Background: an optimization exercise with open tools, aiming at small area. Do not read the settings as production practice. Only simulation tests tie the RTL to the original design; equivalence was not proved.

### design.v
module sat_add #(parameter W=24) (
  input  signed [W-1:0] a,
  input  signed [W-1:0] b,
  output signed [W-1:0] y
);
  wire signed [W:0] s = a + b;
  assign y = (s[W] ^ s[W-1]) ? (s[W] ? {1'b1,{(W-1){1'b0}}} : {1'b0,{(W-1){1'b1}}}) : s[W-1:0];
endmodule
module sat_clip #(parameter WIN=48, parameter WOUT=24) (
  input  signed [WIN-1:0] din,
  output signed [WOUT-1:0] dout
);
  localparam signed [WIN-1:0] MAXP = {{(WIN-WOUT){1'b0}}, 1'b0, {(WOUT-1){1'b1}}};
  localparam signed [WIN-1:0] MAXN = {{(WIN-WOUT){1'b1}}, 1'b1, {(WOUT-1){1'b0}}};
  assign dout = (din > MAXP) ? MAXP[WOUT-1:0] :
                (din < MAXN) ? MAXN[WOUT-1:0] :
                din[WOUT-1:0];
endmodule
module crc8_poly07 (
  input        clk,
  input        rst_n,
  input        clr,        
  input        en,         
  input        din,        
  output [7:0] crc
);
  reg [7:0] r;
  wire fb = din ^ r[7];
  assign crc = r;
  always @(posedge clk or negedge rst_n) begin
    if(!rst_n) r <= 8'h00;
    else if (clr) r <= 8'h00;
    else if (en) begin
      r[7] <= r[6];
      r[6] <= r[5];
      r[5] <= r[4];
      r[4] <= r[3];
      r[3] <= r[2];
      r[2] <= r[1] ^ fb;  
      r[1] <= r[0] ^ fb;  
      r[0] <= fb;         
    end
  end
endmodule
module adc_axis_router #(
  parameter ADC_BITS = 10,
  parameter W = 24,
  parameter FRAC = 12
)(
  input                       clk,
  input                       rst_n,
  input      [ADC_BITS-1:0]   adc_code,    
  input                       adc_valid,
  input      [1:0]            mux_sel,     
  output reg signed [W-1:0]   x_sample, y_sample, z_sample,
  output reg                  x_valid,  y_valid,  z_valid
);
  wire [ADC_BITS:0] u = {1'b0, adc_code};
  wire signed [ADC_BITS:0] s = $signed(u) - (1 << (ADC_BITS-1));
  wire signed [W-1:0] q = {{(W-(ADC_BITS+1+FRAC)){s[ADC_BITS]}}, s, {FRAC{1'b0}}};
  always @(posedge clk or negedge rst_n) begin
    if(!rst_n) begin
      x_sample <= 0; y_sample <= 0; z_sample <= 0;
      x_valid <= 1'b0; y_valid <= 1'b0; z_valid <= 1'b0;
    end else begin
      x_valid <= 1'b0; y_valid <= 1'b0; z_valid <= 1'b0;
      if (adc_valid) begin
        case (mux_sel)
          2'd0: begin x_sample <= q; x_valid <= 1'b1; end
          2'd1: begin y_sample <= q; y_valid <= 1'b1; end
          2'd2: begin z_sample <= q; z_valid <= 1'b1; end
          default: ;
        endcase
      end
    end
  end
endmodule
module osr_mavg_dyn #(
  parameter W = 24,
  parameter LOG2_OSR_MAX = 8   
)(
  input                        clk,
  input                        rst_n,
  input  signed [W-1:0]        din,
  input                        din_valid,
  input        [7:0]           log2_osr,    
  output reg signed [W-1:0]    dout,
  output reg                   dout_valid
);
  reg [LOG2_OSR_MAX-1:0] cnt;
  reg signed [W+LOG2_OSR_MAX:0] acc;
  wire [LOG2_OSR_MAX-1:0] osr_mask = (1'b1 << log2_osr[LOG2_OSR_MAX-1:0]) - 1'b1;
  wire [LOG2_OSR_MAX-1:0] osr_val  = (1'b1 << log2_osr[LOG2_OSR_MAX-1:0]);
  always @(posedge clk or negedge rst_n) begin
    if(!rst_n) begin
      cnt <= 0; acc <= 0; dout <= 0; dout_valid <= 1'b0;
    end else begin
      dout_valid <= 1'b0;
      if (din_valid) begin
        acc <= acc + din;
        cnt <= cnt + 1'b1;
        if (cnt == osr_val - 1) begin
          dout <= acc >>> log2_osr[LOG2_OSR_MAX-1:0];
          dout_valid <= 1'b1;
          cnt <= 0;
          acc <= 0;
        end
      end
    end
  end
endmodule
module gain_offset_apply #(
  parameter W=24,
  parameter FRAC=12
)(
  input  signed [W-1:0] din,
  input  signed [W-1:0] offset,
  input  signed [W-1:0] gain,
  output signed [W-1:0] dout
);
  wire signed [W-1:0] din_z = din - offset;
  wire signed [2*W-1:0] p = din_z * gain;
  wire signed [2*W-1:0] pr = p + (1<<(FRAC-1));
  wire signed [W-1:0] s = pr >>> FRAC;
  wire signed [W:0] ext = {s[W-1], s};
  assign dout = (ext[W]^ext[W-1]) ? (ext[W] ? {1'b1,{(W-1){1'b0}}} : {1'b0,{(W-1){1'b1}}}) : s;
endmodule
module ema_drift #(
  parameter W=24
)(
  input                      clk,
  input                      rst_n,
  input  signed [W-1:0]      din,
  input                      din_valid,
  input  [7:0]               alpha_shift,
  input  signed [W-1:0]      freeze_th,
  output reg signed [W-1:0]  drift_out
);
  wire signed [W-1:0] err = din - drift_out;
  wire [W-1:0] abs_err = err[W-1] ? (~err + 1'b1) : err;
  always @(posedge clk or negedge rst_n) begin
    if(!rst_n) begin
      drift_out <= 0;
    end else if(din_valid) begin
      if(abs_err <= freeze_th) begin
        drift_out <= drift_out + (err >>> alpha_shift);
      end
    end
  end
endmodule
module iir_notch2 #(
  parameter W=24,
  parameter FRAC=12
)(
  input                       clk,
  input                       rst_n,
  input  signed [W-1:0]       din,
  input                       din_valid,
  input  signed [W-1:0]       b1,    
  input  signed [W-1:0]       a1,    
  input  signed [W-1:0]       a2,    
  output reg signed [W-1:0]   dout,
  output reg                  dout_valid
);
  reg signed [W-1:0] x1, x2, y1, y2;
  function [W-1:0] mult_q;
    input signed [W-1:0] a, b;
    reg signed [2*W-1:0] p;
    begin p = a*b + (1<<(FRAC-1)); mult_q = p >>> FRAC; end
  endfunction
  wire signed [W-1:0] t1 = mult_q(b1, x1);
  wire signed [W-1:0] t2 = mult_q(a1, y1);
  wire signed [W-1:0] t3 = mult_q(a2, y2);
  wire signed [W:0] ypre = $signed(din) + $signed(t1) + $signed(x2) - $signed(t2) - $signed(t3);
  wire signed [W-1:0] ys = (ypre[W]^ypre[W-1]) ? (ypre[W] ? {1'b1,{(W-1){1'b0}}} : {1'b0,{(W-1){1'b1}}}) : ypre[W-1:0];
  always @(posedge clk or negedge rst_n) begin
    if(!rst_n) begin x1<=0; x2<=0; y1<=0; y2<=0; dout<=0; dout_valid<=1'b0; end
    else begin
      dout_valid <= 1'b0;
      if(din_valid) begin
        dout <= ys; dout_valid <= 1'b1;
        x2 <= x1; x1 <= din;
        y2 <= y1; y1 <= ys;
      end
    end
  end
endmodule
module mat3x3_q12 #(
  parameter W=24,
  parameter FRAC=12
)(
  input  signed [W-1:0] x_in, y_in, z_in,
  input  signed [W-1:0] m00,m01,m02,m10,m11,m12,m20,m21,m22,
  output signed [W-1:0] x_out, y_out, z_out
);
  function [W-1:0] mult_q;
    input signed [W-1:0] a,b;
    reg signed [2*W-1:0] p;
    begin p = a*b + (1<<(FRAC-1)); mult_q = p >>> FRAC; end
  endfunction
  wire signed [W-1:0] x0 = mult_q(m00, x_in);
  wire signed [W-1:0] x1 = mult_q(m01, y_in);
  wire signed [W-1:0] x2 = mult_q(m02, z_in);
  wire signed [W-1:0] y0 = mult_q(m10, x_in);
  wire signed [W-1:0] y1 = mult_q(m11, y_in);
  wire signed [W-1:0] y2 = mult_q(m12, z_in);
  wire signed [W-1:0] z0 = mult_q(m20, x_in);
  wire signed [W-1:0] z1 = mult_q(m21, y_in);
  wire signed [W-1:0] z2 = mult_q(m22, z_in);
  wire signed [W-1:0] t01, sx, t23, sy, t45, sz;
  sat_add #(W) ax0 (.a(x0), .b(x1), .y(t01));
  sat_add #(W) ax1 (.a(t01), .b(x2), .y(sx));
  sat_add #(W) ay0 (.a(y0), .b(y1), .y(t23));
  sat_add #(W) ay1 (.a(t23), .b(y2), .y(sy));
  sat_add #(W) az0 (.a(z0), .b(z1), .y(t45));
  sat_add #(W) az1 (.a(t45), .b(z2), .y(sz));
  assign x_out = sx; assign y_out = sy; assign z_out = sz;
endmodule
module spi_regfile_crc #(
  parameter W=24,
  parameter FRAC=12
)(
  input  clk,
  input  rst_n,
  input  sclk,
  input  cs_n,
  input  mosi,
  output miso,
  output reg        notch50_en,
  output reg        notch60_en,
  output reg        selftest_en,
  output reg [7:0]  osr_log2,
  output reg [7:0]  drift_alpha_shift,
  output reg signed [W-1:0] drift_freeze_th,
  output reg signed [W-1:0] offset_x, offset_y, offset_z,
  output reg signed [W-1:0] gain_x, gain_y, gain_z,
  output reg signed [W-1:0] b1_50, a1_50, a2_50,
  output reg signed [W-1:0] b1_60, a1_60, a2_60,
  output reg signed [W-1:0] m00, m01, m02, m10, m11, m12, m20, m21, m22,
  output reg        cal_start,
  input             cal_busy,
  input             cal_done,
  input  signed [W-1:0] out_x, out_y, out_z,
  input  [31:0]     out_mag2,
  input  [31:0]     version_id,
  input  [31:0]     drift_slope_x, drift_slope_y, drift_slope_z,
  output reg        crc_error   
);
  reg miso_r; assign miso = miso_r;
  reg sclk_d, sclk_dd, cs_d;
  always @(posedge clk or negedge rst_n) begin
    if(!rst_n) begin sclk_d<=0; sclk_dd<=0; cs_d<=1; end
    else begin sclk_d<=sclk; sclk_dd<=sclk_d; cs_d<=cs_n; end
  end
  wire sclk_rise = (sclk_d & ~sclk_dd) & ~cs_d;
  wire sclk_fall = (~sclk_d & sclk_dd) & ~cs_d;
  reg [39:0] sh_in;    
  reg [31:0] sh_out;
  reg [5:0]  bitcnt;
  reg        in_crc_phase;
  wire       rw   = sh_in[39];
  wire [6:0] addr = sh_in[38:32];
  wire [7:0] crc_rx, crc_tx;
  wire       crc_clr = cs_n;
  wire       crc_en  = sclk_rise & ~in_crc_phase;
  wire       crc_tx_bit = (bitcnt < 6'd8) ? mosi : miso_r;
  crc8_poly07 UCRCRX (.clk(clk), .rst_n(rst_n), .clr(crc_clr), .en(crc_en), .din(mosi), .crc(crc_rx));
  crc8_poly07 UCRCTX (.clk(clk), .rst_n(rst_n), .clr(crc_clr), .en(crc_en), .din(crc_tx_bit), .crc(crc_tx));
  reg [7:0] crc_recvd;
  always @(posedge clk or negedge rst_n) begin
    if(!rst_n) begin
      notch50_en<=1'b0; notch60_en<=1'b0; selftest_en<=1'b0;
      osr_log2<=8'd3; drift_alpha_shift<=8'd18; drift_freeze_th<=0;
      offset_x<=0; offset_y<=0; offset_z<=0;
      gain_x<=(1<<FRAC); gain_y<=(1<<FRAC); gain_z<=(1<<FRAC);
      {b1_50,a1_50,a2_50,b1_60,a1_60,a2_60} <= 0;
      {m00,m01,m02,m10,m11,m12,m20,m21,m22} <= 0;
      cal_start<=1'b0; crc_error<=1'b0;
      bitcnt<=0; sh_in<=0; sh_out<=32'h0; miso_r<=1'b0;
      in_crc_phase<=1'b0; crc_recvd<=8'h00;
    end else begin
      cal_start <= 1'b0;
      if(cs_n) begin
        bitcnt <= 0; in_crc_phase<=1'b0;
      end else begin
        if(sclk_rise) begin
          if(!in_crc_phase) begin
            sh_in <= {sh_in[38:0], mosi};
            bitcnt <= bitcnt + 1'b1;
            if(bitcnt==7) begin
              case ({sh_in[5:0], mosi})
                7'h00: sh_out <= 32'h4D41474D;   
                7'h01: sh_out <= version_id;
                7'h02: sh_out <= {28'h0, selftest_en, notch60_en, notch50_en, 1'b0};
                7'h03: sh_out <= {30'h0, cal_done, cal_busy};
                7'h04: sh_out <= {crc_error, 31'h0};
                7'h10: sh_out <= {{(32-W){offset_x[W-1]}}, offset_x};
                7'h11: sh_out <= {{(32-W){offset_y[W-1]}}, offset_y};
                7'h12: sh_out <= {{(32-W){offset_z[W-1]}}, offset_z};
                7'h14: sh_out <= {{(32-W){gain_x[W-1]}}, gain_x};
                7'h15: sh_out <= {{(32-W){gain_y[W-1]}}, gain_y};
                7'h16: sh_out <= {{(32-W){gain_z[W-1]}}, gain_z};
                7'h18: sh_out <= {{(32-W){drift_freeze_th[W-1]}}, drift_freeze_th};
                7'h19: sh_out <= {24'h0, drift_alpha_shift};
                7'h1A: sh_out <= {24'h0, osr_log2};
                7'h1B: sh_out <= {{(32-W){b1_50[W-1]}}, b1_50};
                7'h1C: sh_out <= {{(32-W){a1_50[W-1]}}, a1_50};
                7'h1D: sh_out <= {{(32-W){a2_50[W-1]}}, a2_50};
                7'h1E: sh_out <= {{(32-W){b1_60[W-1]}}, b1_60};
                7'h1F: sh_out <= {{(32-W){a1_60[W-1]}}, a1_60};
                7'h20: sh_out <= {{(32-W){a2_60[W-1]}}, a2_60};
                7'h30: sh_out <= {{(32-W){m00[W-1]}}, m00};
                7'h31: sh_out <= {{(32-W){m01[W-1]}}, m01};
                7'h32: sh_out <= {{(32-W){m02[W-1]}}, m02};
                7'h33: sh_out <= {{(32-W){m10[W-1]}}, m10};
                7'h34: sh_out <= {{(32-W){m11[W-1]}}, m11};
                7'h35: sh_out <= {{(32-W){m12[W-1]}}, m12};
                7'h36: sh_out <= {{(32-W){m20[W-1]}}, m20};
                7'h37: sh_out <= {{(32-W){m21[W-1]}}, m21};
                7'h38: sh_out <= {{(32-W){m22[W-1]}}, m22};
                7'h40: sh_out <= drift_slope_x;
                7'h41: sh_out <= drift_slope_y;
                7'h42: sh_out <= drift_slope_z;
                7'h50: sh_out <= {{(32-W){out_x[W-1]}}, out_x};
                7'h51: sh_out <= {{(32-W){out_y[W-1]}}, out_y};
                7'h52: sh_out <= {{(32-W){out_z[W-1]}}, out_z};
                7'h53: sh_out <= out_mag2;
                default: sh_out <= 32'h0;
              endcase
            end
            if(bitcnt==39) begin
              in_crc_phase <= 1'b1;
              bitcnt <= 0;
            end
          end else begin
            crc_recvd <= {crc_recvd[6:0], mosi};
            bitcnt <= bitcnt + 1'b1;
            if(bitcnt==7) begin
              if(!rw) begin
                crc_error <= ({crc_recvd[6:0], mosi} != crc_rx);
                if({crc_recvd[6:0], mosi} == crc_rx) begin
                  case (addr)
                    7'h02: begin notch50_en<=sh_in[2]; notch60_en<=sh_in[3]; selftest_en<=sh_in[4]; cal_start<=sh_in[0]; end
                    7'h10: offset_x <= sh_in[23:0];
                    7'h11: offset_y <= sh_in[23:0];
                    7'h12: offset_z <= sh_in[23:0];
                    7'h14: gain_x   <= sh_in[23:0];
                    7'h15: gain_y   <= sh_in[23:0];
                    7'h16: gain_z   <= sh_in[23:0];
                    7'h18: drift_freeze_th <= sh_in[23:0];
                    7'h19: drift_alpha_shift <= sh_in[7:0];
                    7'h1A: osr_log2 <= sh_in[7:0];
                    7'h1B: b1_50 <= sh_in[23:0];
                    7'h1C: a1_50 <= sh_in[23:0];
                    7'h1D: a2_50 <= sh_in[23:0];
                    7'h1E: b1_60 <= sh_in[23:0];
                    7'h1F: a1_60 <= sh_in[23:0];
                    7'h20: a2_60 <= sh_in[23:0];
                    7'h30: m00 <= sh_in[23:0];
                    7'h31: m01 <= sh_in[23:0];
                    7'h32: m02 <= sh_in[23:0];
                    7'h33: m10 <= sh_in[23:0];
                    7'h34: m11 <= sh_in[23:0];
                    7'h35: m12 <= sh_in[23:0];
                    7'h36: m20 <= sh_in[23:0];
                    7'h37: m21 <= sh_in[23:0];
                    7'h38: m22 <= sh_in[23:0];
                    default: ;
                  endcase
                end
              end
            end
          end
        end
        if(sclk_fall) begin
          if(!in_crc_phase) begin
            miso_r   <= sh_out[31];
            sh_out   <= {sh_out[30:0], 1'b0};
          end else begin
            miso_r <= crc_tx[7 - bitcnt];
          end
        end
      end
    end
  end
endmodule
module mag_dig_top #(
  parameter ADC_BITS=10,
  parameter W=24,
  parameter FRAC=12,
  parameter LOG2_OSR_MAX=8
)(
  input                 clk,
  input                 rst_n,
  input  [ADC_BITS-1:0] adc_code,
  input                 adc_valid,
  input  [1:0]          mux_sel,
  input  sclk,
  input  cs_n,
  input  mosi,
  output miso,
  input  [31:0]         version_id
);
  wire signed [W-1:0] xs, ys, zs; wire xv, yv, zv;
  adc_axis_router #(.ADC_BITS(ADC_BITS),.W(W),.FRAC(FRAC)) UROUT (
    .clk(clk), .rst_n(rst_n),
    .adc_code(adc_code), .adc_valid(adc_valid), .mux_sel(mux_sel),
    .x_sample(xs), .y_sample(ys), .z_sample(zs),
    .x_valid(xv), .y_valid(yv), .z_valid(zv)
  );
  wire notch50_en, notch60_en, selftest_en;
  wire [7:0] osr_log2, drift_alpha_shift;
  wire signed [W-1:0] drift_freeze_th;
  wire signed [W-1:0] offset_x,offset_y,offset_z;
  wire signed [W-1:0] gain_x,gain_y,gain_z;
  wire signed [W-1:0] b1_50,a1_50,a2_50,b1_60,a1_60,a2_60;
  wire signed [W-1:0] m00,m01,m02,m10,m11,m12,m20,m21,m22;
  wire cal_start;
  wire crc_error;
  wire signed [W-1:0] out_x, out_y, out_z;
  wire [31:0] out_mag2;
  wire [31:0] drift_slope_x, drift_slope_y, drift_slope_z;
  wire cal_busy, cal_done;
  assign cal_busy = 1'b0;  
  assign cal_done = 1'b0;
  spi_regfile_crc #(.W(W),.FRAC(FRAC)) USPI (
    .clk(clk), .rst_n(rst_n),
    .sclk(sclk), .cs_n(cs_n), .mosi(mosi), .miso(miso),
    .notch50_en(notch50_en), .notch60_en(notch60_en), .selftest_en(selftest_en),
    .osr_log2(osr_log2), .drift_alpha_shift(drift_alpha_shift), .drift_freeze_th(drift_freeze_th),
    .offset_x(offset_x), .offset_y(offset_y), .offset_z(offset_z),
    .gain_x(gain_x), .gain_y(gain_y), .gain_z(gain_z),
    .b1_50(b1_50), .a1_50(a1_50), .a2_50(a2_50),
    .b1_60(b1_60), .a1_60(a1_60), .a2_60(a2_60),
    .m00(m00), .m01(m01), .m02(m02), .m10(m10), .m11(m11), .m12(m12), .m20(m20), .m21(m21), .m22(m22),
    .cal_start(cal_start),
    .cal_busy(cal_busy), .cal_done(cal_done),
    .out_x(out_x), .out_y(out_y), .out_z(out_z), .out_mag2(out_mag2),
    .version_id(version_id),
    .drift_slope_x(drift_slope_x), .drift_slope_y(drift_slope_y), .drift_slope_z(drift_slope_z),
    .crc_error(crc_error)
  );
  wire signed [W-1:0] x_dec, y_dec, z_dec; wire xv_dec, yv_dec, zv_dec;
  osr_mavg_dyn #(.W(W), .LOG2_OSR_MAX(LOG2_OSR_MAX)) UDX (.clk(clk), .rst_n(rst_n), .din(xs), .din_valid(xv), .log2_osr(osr_log2), .dout(x_dec), .dout_valid(xv_dec));
  osr_mavg_dyn #(.W(W), .LOG2_OSR_MAX(LOG2_OSR_MAX)) UDY (.clk(clk), .rst_n(rst_n), .din(ys), .din_valid(yv), .log2_osr(osr_log2), .dout(y_dec), .dout_valid(yv_dec));
  osr_mavg_dyn #(.W(W), .LOG2_OSR_MAX(LOG2_OSR_MAX)) UDZ (.clk(clk), .rst_n(rst_n), .din(zs), .din_valid(zv), .log2_osr(osr_log2), .dout(z_dec), .dout_valid(zv_dec));
  wire signed [W-1:0] x_cg,y_cg,z_cg;
  gain_offset_apply #(.W(W),.FRAC(FRAC)) CGX (.din(x_dec), .offset(offset_x), .gain(gain_x), .dout(x_cg));
  gain_offset_apply #(.W(W),.FRAC(FRAC)) CGY (.din(y_dec), .offset(offset_y), .gain(gain_y), .dout(y_cg));
  gain_offset_apply #(.W(W),.FRAC(FRAC)) CGZ (.din(z_dec), .offset(offset_z), .gain(gain_z), .dout(z_cg));
  wire signed [W-1:0] x_drift, y_drift, z_drift;
  ema_drift #(.W(W)) DFX (.clk(clk), .rst_n(rst_n), .din(x_cg), .din_valid(xv_dec), .alpha_shift(drift_alpha_shift), .freeze_th(drift_freeze_th), .drift_out(x_drift));
  ema_drift #(.W(W)) DFY (.clk(clk), .rst_n(rst_n), .din(y_cg), .din_valid(yv_dec), .alpha_shift(drift_alpha_shift), .freeze_th(drift_freeze_th), .drift_out(y_drift));
  ema_drift #(.W(W)) DFZ (.clk(clk), .rst_n(rst_n), .din(z_cg), .din_valid(zv_dec), .alpha_shift(drift_alpha_shift), .freeze_th(drift_freeze_th), .drift_out(z_drift));
  wire signed [W-1:0] x_hp = x_cg - x_drift;
  wire signed [W-1:0] y_hp = y_cg - y_drift;
  wire signed [W-1:0] z_hp = z_cg - z_drift;
  wire signed [W-1:0] x_n50,y_n50,z_n50, x_n60,y_n60,z_n60;
  iir_notch2 #(.W(W),.FRAC(FRAC)) N50X (.clk(clk), .rst_n(rst_n), .din(x_hp), .din_valid(xv_dec), .b1(b1_50), .a1(a1_50), .a2(a2_50), .dout(x_n50), .dout_valid());
  iir_notch2 #(.W(W),.FRAC(FRAC)) N50Y (.clk(clk), .rst_n(rst_n), .din(y_hp), .din_valid(yv_dec), .b1(b1_50), .a1(a1_50), .a2(a2_50), .dout(y_n50), .dout_valid());
  iir_notch2 #(.W(W),.FRAC(FRAC)) N50Z (.clk(clk), .rst_n(rst_n), .din(z_hp), .din_valid(zv_dec), .b1(b1_50), .a1(a1_50), .a2(a2_50), .dout(z_n50), .dout_valid());
  wire signed [W-1:0] x_after50 = notch50_en ? x_n50 : x_hp;
  wire signed [W-1:0] y_after50 = notch50_en ? y_n50 : y_hp;
  wire signed [W-1:0] z_after50 = notch50_en ? z_n50 : z_hp;
  iir_notch2 #(.W(W),.FRAC(FRAC)) N60X (.clk(clk), .rst_n(rst_n), .din(x_after50), .din_valid(xv_dec), .b1(b1_60), .a1(a1_60), .a2(a2_60), .dout(x_n60), .dout_valid());
  iir_notch2 #(.W(W),.FRAC(FRAC)) N60Y (.clk(clk), .rst_n(rst_n), .din(y_after50), .din_valid(yv_dec), .b1(b1_60), .a1(a1_60), .a2(a2_60), .dout(y_n60), .dout_valid());
  iir_notch2 #(.W(W),.FRAC(FRAC)) N60Z (.clk(clk), .rst_n(rst_n), .din(z_after50), .din_valid(zv_dec), .b1(b1_60), .a1(a1_60), .a2(a2_60), .dout(z_n60), .dout_valid());
  wire signed [W-1:0] x_lin_in = notch60_en ? x_n60 : x_after50;
  wire signed [W-1:0] y_lin_in = notch60_en ? y_n60 : y_after50;
  wire signed [W-1:0] z_lin_in = notch60_en ? z_n60 : z_after50;
  wire signed [W-1:0] x_pre = selftest_en ? 0 : x_lin_in;
  wire signed [W-1:0] y_pre = selftest_en ? 0 : y_lin_in;
  wire signed [W-1:0] z_pre = selftest_en ? 0 : z_lin_in;
  mat3x3_q12 #(.W(W),.FRAC(FRAC)) MAT (
    .x_in(x_pre), .y_in(y_pre), .z_in(z_pre),
    .m00(m00), .m01(m01), .m02(m02),
    .m10(m10), .m11(m11), .m12(m12),
    .m20(m20), .m21(m21), .m22(m22),
    .x_out(out_x), .y_out(out_y), .z_out(out_z)
  );
  wire signed [2*W-1:0] xx = out_x * out_x;
  wire signed [2*W-1:0] yy = out_y * out_y;
  wire signed [2*W-1:0] zz = out_z * out_z;
  wire signed [2*W:0] sum = xx + yy + zz;
  assign out_mag2 = sum[31:0];
  reg [9:0] cntx, cnty, cntz;
  reg signed [W-1:0] x_drift_prev, y_drift_prev, z_drift_prev;
  reg [31:0] slope_x, slope_y, slope_z;
  always @(posedge clk or negedge rst_n) begin
    if(!rst_n) begin
      cntx<=0; x_drift_prev<=0; slope_x<=0;
      cnty<=0; y_drift_prev<=0; slope_y<=0;
      cntz<=0; z_drift_prev<=0; slope_z<=0;
    end else begin
      if(xv_dec) begin
        cntx <= cntx + 1'b1;
        if(cntx==10'd1023) begin slope_x <= x_drift - x_drift_prev; x_drift_prev <= x_drift; cntx<=0; end
      end
      if(yv_dec) begin
        cnty <= cnty + 1'b1;
        if(cnty==10'd1023) begin slope_y <= y_drift - y_drift_prev; y_drift_prev <= y_drift; cnty<=0; end
      end
      if(zv_dec) begin
        cntz <= cntz + 1'b1;
        if(cntz==10'd1023) begin slope_z <= z_drift - z_drift_prev; z_drift_prev <= z_drift; cntz<=0; end
      end
    end
  end
  assign drift_slope_x = slope_x;
  assign drift_slope_y = slope_y;
  assign drift_slope_z = slope_z;
endmodule
### run.sh
#!/bin/bash
# synth_recipe.tcl (not shown) runs the flow's synth.tcl, then flattens the netlist and writes it again
# the make line also repeats each setting of config.mk as NAME=value (left out here)
make -C /OpenROAD-flow-scripts/flow DESIGN_CONFIG=/design/flow/config.mk WORK_HOME=/design/flow/orfs CLKGATE_MAP_FILE= SYNTH_SCRIPT=/design/flow/synth_recipe.tcl finish
### config.mk
export PLATFORM = sky130hd
export DESIGN_NAME = mag_dig_top
export DESIGN_NICKNAME = mag_dig_top
export VERILOG_FILES = /design/flow/design.v
export SDC_FILE = /design/flow/constraint.sdc
export NUM_CORES = 8
export LEC_CHECK = 0
export CAP_MARGIN = 20
export CORE_MARGIN = 2
export CORE_UTILIZATION = 45
export PLACE_DENSITY = 0.6
export SLEW_MARGIN = 20
### constraint.sdc
create_clock -name core_clock -period 55.0 [get_ports {clk}]
set_input_delay 11.0000 -clock core_clock [delete_from_list [all_inputs] [get_ports {clk}]]
set_output_delay 11.0000 -clock core_clock [all_outputs]
set_load 0.01 [all_outputs]
==> notes.md <==
==> worst max-delay path, delay by kind of cell, from the launching register on <==
kind | cells | cell delay, ns
AND/OR/NAND/NOR | 23 | 4.96
multiplexers | 1 | 0.17
flip-flops | 1 | 0.41
buffers and inverters | 25 | 4.05
adder cells (fa/ha/maj) | 33 | 14.32
XOR/XNOR | 10 | 2.35
AO/OA/AOI/OAI | 50 | 12.32
==> state kept, by name, indices dropped and copies added, names as in the netlist, 25 cells and up <==
register / count
slope_z: 25
USPI.sh_in: 40
USPI.sh_out: 32
slope_y: 25
slope_x: 25
==> worst min path at each step <==
| stage | slack (ns) | end | depth (start not counted) |
|---|---|---|---|
| floorplan | 0.38 | USPI.sclk_dd$_DFF_PN0_ | 0 |
| global placement | 0.46 | UDX.dout[8]$_DFFE_PN0P_ | 2 |
| detailed placement | 0.46 | cntx[8]$_DFFE_PN0P_ | 1 |
| CTS | 0.47 | cntx[8]$_DFFE_PN0P_ | 1 |
| global route | 0.49 | cnty[6]$_DFFE_PN0P_ | 1 |
| finish | 0.47 | cntx[8]$_DFFE_PN0P_ | 1 |
==> cells by family after synthesis <==
logic type	share of synthesized area, %
xor+xnor	3.26
flops	6.58
fa+ha+maj	56.8
buf+inv	12.1
compound gates	4.35
mux	2.11
simple gates	14.8
==> per-stage QoR <==
stage	setup slack [ns]	hold slack (ns)	cell area, µm²	instances
floorplan	23.05	0.380	637000	70300
global placement	16.21	0.456	662000	87000
detailed placement	16.60	0.458	662000	87000
CTS	16.39	0.471	671000	87500
global route	14.15	0.489	671000	87600
finish	16.13	0.469	672000	87800
==> report_power, final <==
| group | switching [mW] | internal [mW] |
|---|---|---|
| Combinational | 0.422 | 0.185 |
| Sequential | 0.0681 | 1.26 |
| Clock | 0.780 | 1.02 |
| Total | 1.27 | 2.46 |
==> layout make-up <==
cell class	instances	area, µm²	share of cell area [%]
Multi-Input combinational cell	48000	520000	77.5
Inverter	16800	63200	9.40
Sequential cell	1674	42500	6.33
Tap cell	18900	23600	3.52
Timing Repair Buffer	1646	12800	1.90
Clock buffer	312	6780	1.01
Clock inverter	139	1770	0.263
Antenna cell	316	791	0.118
==> layer usage <==
layer  GRT usage, %  up-vias  wire (µm)
met3           8.86     5407     237000
met4           23.8       80     209000
met2           51.3    22200    1040000
met5          0.152        -        705
met1           42.1   250000     895000
li1               -   202000          -
==> cell usage in the layout (no fill, tap or decap), types with 467 or more instances in the layout <==
cell and n:
inv_1 16800, fa_1 15200, nand2_1 11100, and2_1 5127, ha_1 4503, nor2_1 1666, xnor2_1 1641, buf_4 1570
dfrtp_1 1423, o21ai_0 1160, a21oi_1 1143, mux2_2 986, xor2_1 566, nand2b_1 467
==> impl_metrics.py <==
metrics = {
    "global_route": {
        "grt-ovfl-total": 0,
        "antenna_found_initial": 288,
        "grt_pass1_wl_um": 3510000,
        "grt_usage_pct": 33.8,
        "grt_pass1_vias": 506000,
        "grt_max_degree": 157,
    },
    "synth": {
        "syn_area_per_cell_um2": 9.06,
        "yosysTopAreaCell": "fa_1",
        "ys.flop_type": "dfrtp_1",
        "synth_cells": 70300,
        "synth_cell_type_count": 99,
        "synth_seq_area_share_pct": 6.58,
        "synth_fp_nets": 90000,
        "yosysMostFrequentCell": "inv_1",
        "synth_enable_flop_cells": 0,
        "synth_area_leaders": "fa_1, inv_1, ha_1",
        "synth-seq-cells": 1674,
        "netlist_area_um2": 637000,
        "async_reset_ff_share_pct": 100,
        "netlist.area_leader.share_pct": 47.8,
        "yosys-top-cells-count": "inv_1, fa_1, nand2_1, and2_1, ha_1",
        "ys_warn_count": 8,
    },
    "cts": {
        "cts-root-buf": "clkbuf_16",
        "clk_path_buf_depth": 5,
        "ctsResizeCount": 0,
        "insertion_delay_ns": 1.25,
        "cts_sinks": 1674,
        "cts_tree": "built",
        "cts_made_buffers": 245,
        "htreeDepth": 4,
        "postCtsHoldBufs": 0,
        "cts_setup_buffers": 0,
        "clk_pin_slew_worst_paths_ns": 0.06,
    },
    "flow_run": {
        "maxCapViolations": 0,
    },
    "power_and_ir_drop": {
        "peakVddDrop_mv": 0.0362,
        "p_leak_nw": 323,
        "power_mw": 3.74,
        "power_density_nw_per_um2": 5.56,
    },
    "timing": {
        "fin_crit_sh_pct": 70.7,
        "max_freq_mhz": 25.7,
        "tightest_slew_ns": 1.37,
        "layout_min_cycle_time_ns": 38.87,
        "slew-limit-headroom_pct": 8.42,
        "finalSetupViolations": 0,
        "rsz0062_at_grt": "false",
        "setup_tns_ns": 0,
        "finalHoldViolations": 0,
        "slew_viol_final": 0,
        "clock_skew_ns": 0.201,
    },
    "floorplan": {
        "core-area_um2": 1410000,
        "rows": 437,
        "initial_core_util_pct": 45.1,
        "die_h_um": 1190,
        "num_io_pins": 51,
        "die-area_um2": 1430000,
        "fp.dieW_um": 1190,
    },
    "hold_path": {
        "hold_start": "cntx[8]$_DFFE_PN0P_",
        "hold_class": "flip-flop to flip-flop",
    },
    "critical_path": {
        "crit_fanout": 25,
        "r2r_slack_ns": 16.13,
        "r2r_start": "USPI.offset_x[0]$_DFFE_PN0P_",
        "critPathRequiredTime_ns": 56.04,
        "crit_path_end": "USPI.sh_out[31]$_DFFE_PN0P_",
        "max_stage_delay_ns": 0.87,
        "cp_slowest_cell": "a2111oi_0",
        "critPathLaunchType": "flip-flop",
        "worstReg2RegEnd": "USPI.sh_out[31]$_DFFE_PN0P_",
        "crit_type": "flip-flop to flip-flop",
        "cpMostUsedCell": "fa_1",
        "crit_path_end_kind": "flip-flop",
        "worstPathArrival_ns": 39.91,
        "crit_start": "USPI.offset_x[0]$_DFFE_PN0P_",
        "reg2reg_depth": 142,
    },
    "route": {
        "routed_wl_um": 2380000,
        "vias": 480000,
        "first_pass_iters": 9,
        "viasPerCell": 5.46,
        "antenna_left": 0,
        "drt_iter0_drc": 41000,
        "wl_per_cell_um": 27.1,
        "drc": 0,
    },
    "cells_and_area": {
        "num-nets-final": 88200,
        "syn2layout_area_growth_pct": 5.41,
        "nFillCells": 137000,
        "utilization_pct": 47.5,
        "drive_above_1_share_pct": 5.58,
    },
    "outcome": {
        "status": "no timing/DRC/antenna violations",
    },
    "placement": {
        "port_buffers": 50,
        "hpwlAfterDp_um": 1910000,
        "gp_congestion": 1.05,
    },
}

## re-timing with driven ports
The results above use ideal ports. As a check the final layout listed here was re-extracted and re-timed, cells and wires unchanged.
Step 1 (the two cells are an assumption about what drives the block):
set clk [get_ports {clk}]
set_driving_cell -lib_cell sky130_fd_sc_hd__clkbuf_16 $clk
set_driving_cell -lib_cell sky130_fd_sc_hd__buf_2 [delete_from_list [all_inputs] $clk]
Step 2 adds t to the input delays and takes it off the output delays; t is the mean of the earliest and latest rising clock arrival at the registers after step 1. Input paths then give back, and output paths get back, about the clock's delay inside the block.
Three values: no drivers, after step 1, after step 2; two values: the first two.
t (ns): 1.339
setup WS [ns]: 16.126 / 16.126 / 16.126
latest minus earliest clock arrival (ns): 0.218 / 0.218
worst slew at a driven data input, ns: 0.09
After both steps setup and hold are still met in this run. The setup slack of this run moves by 0.000 ns with the drivers and by 0.000 ns with both steps.
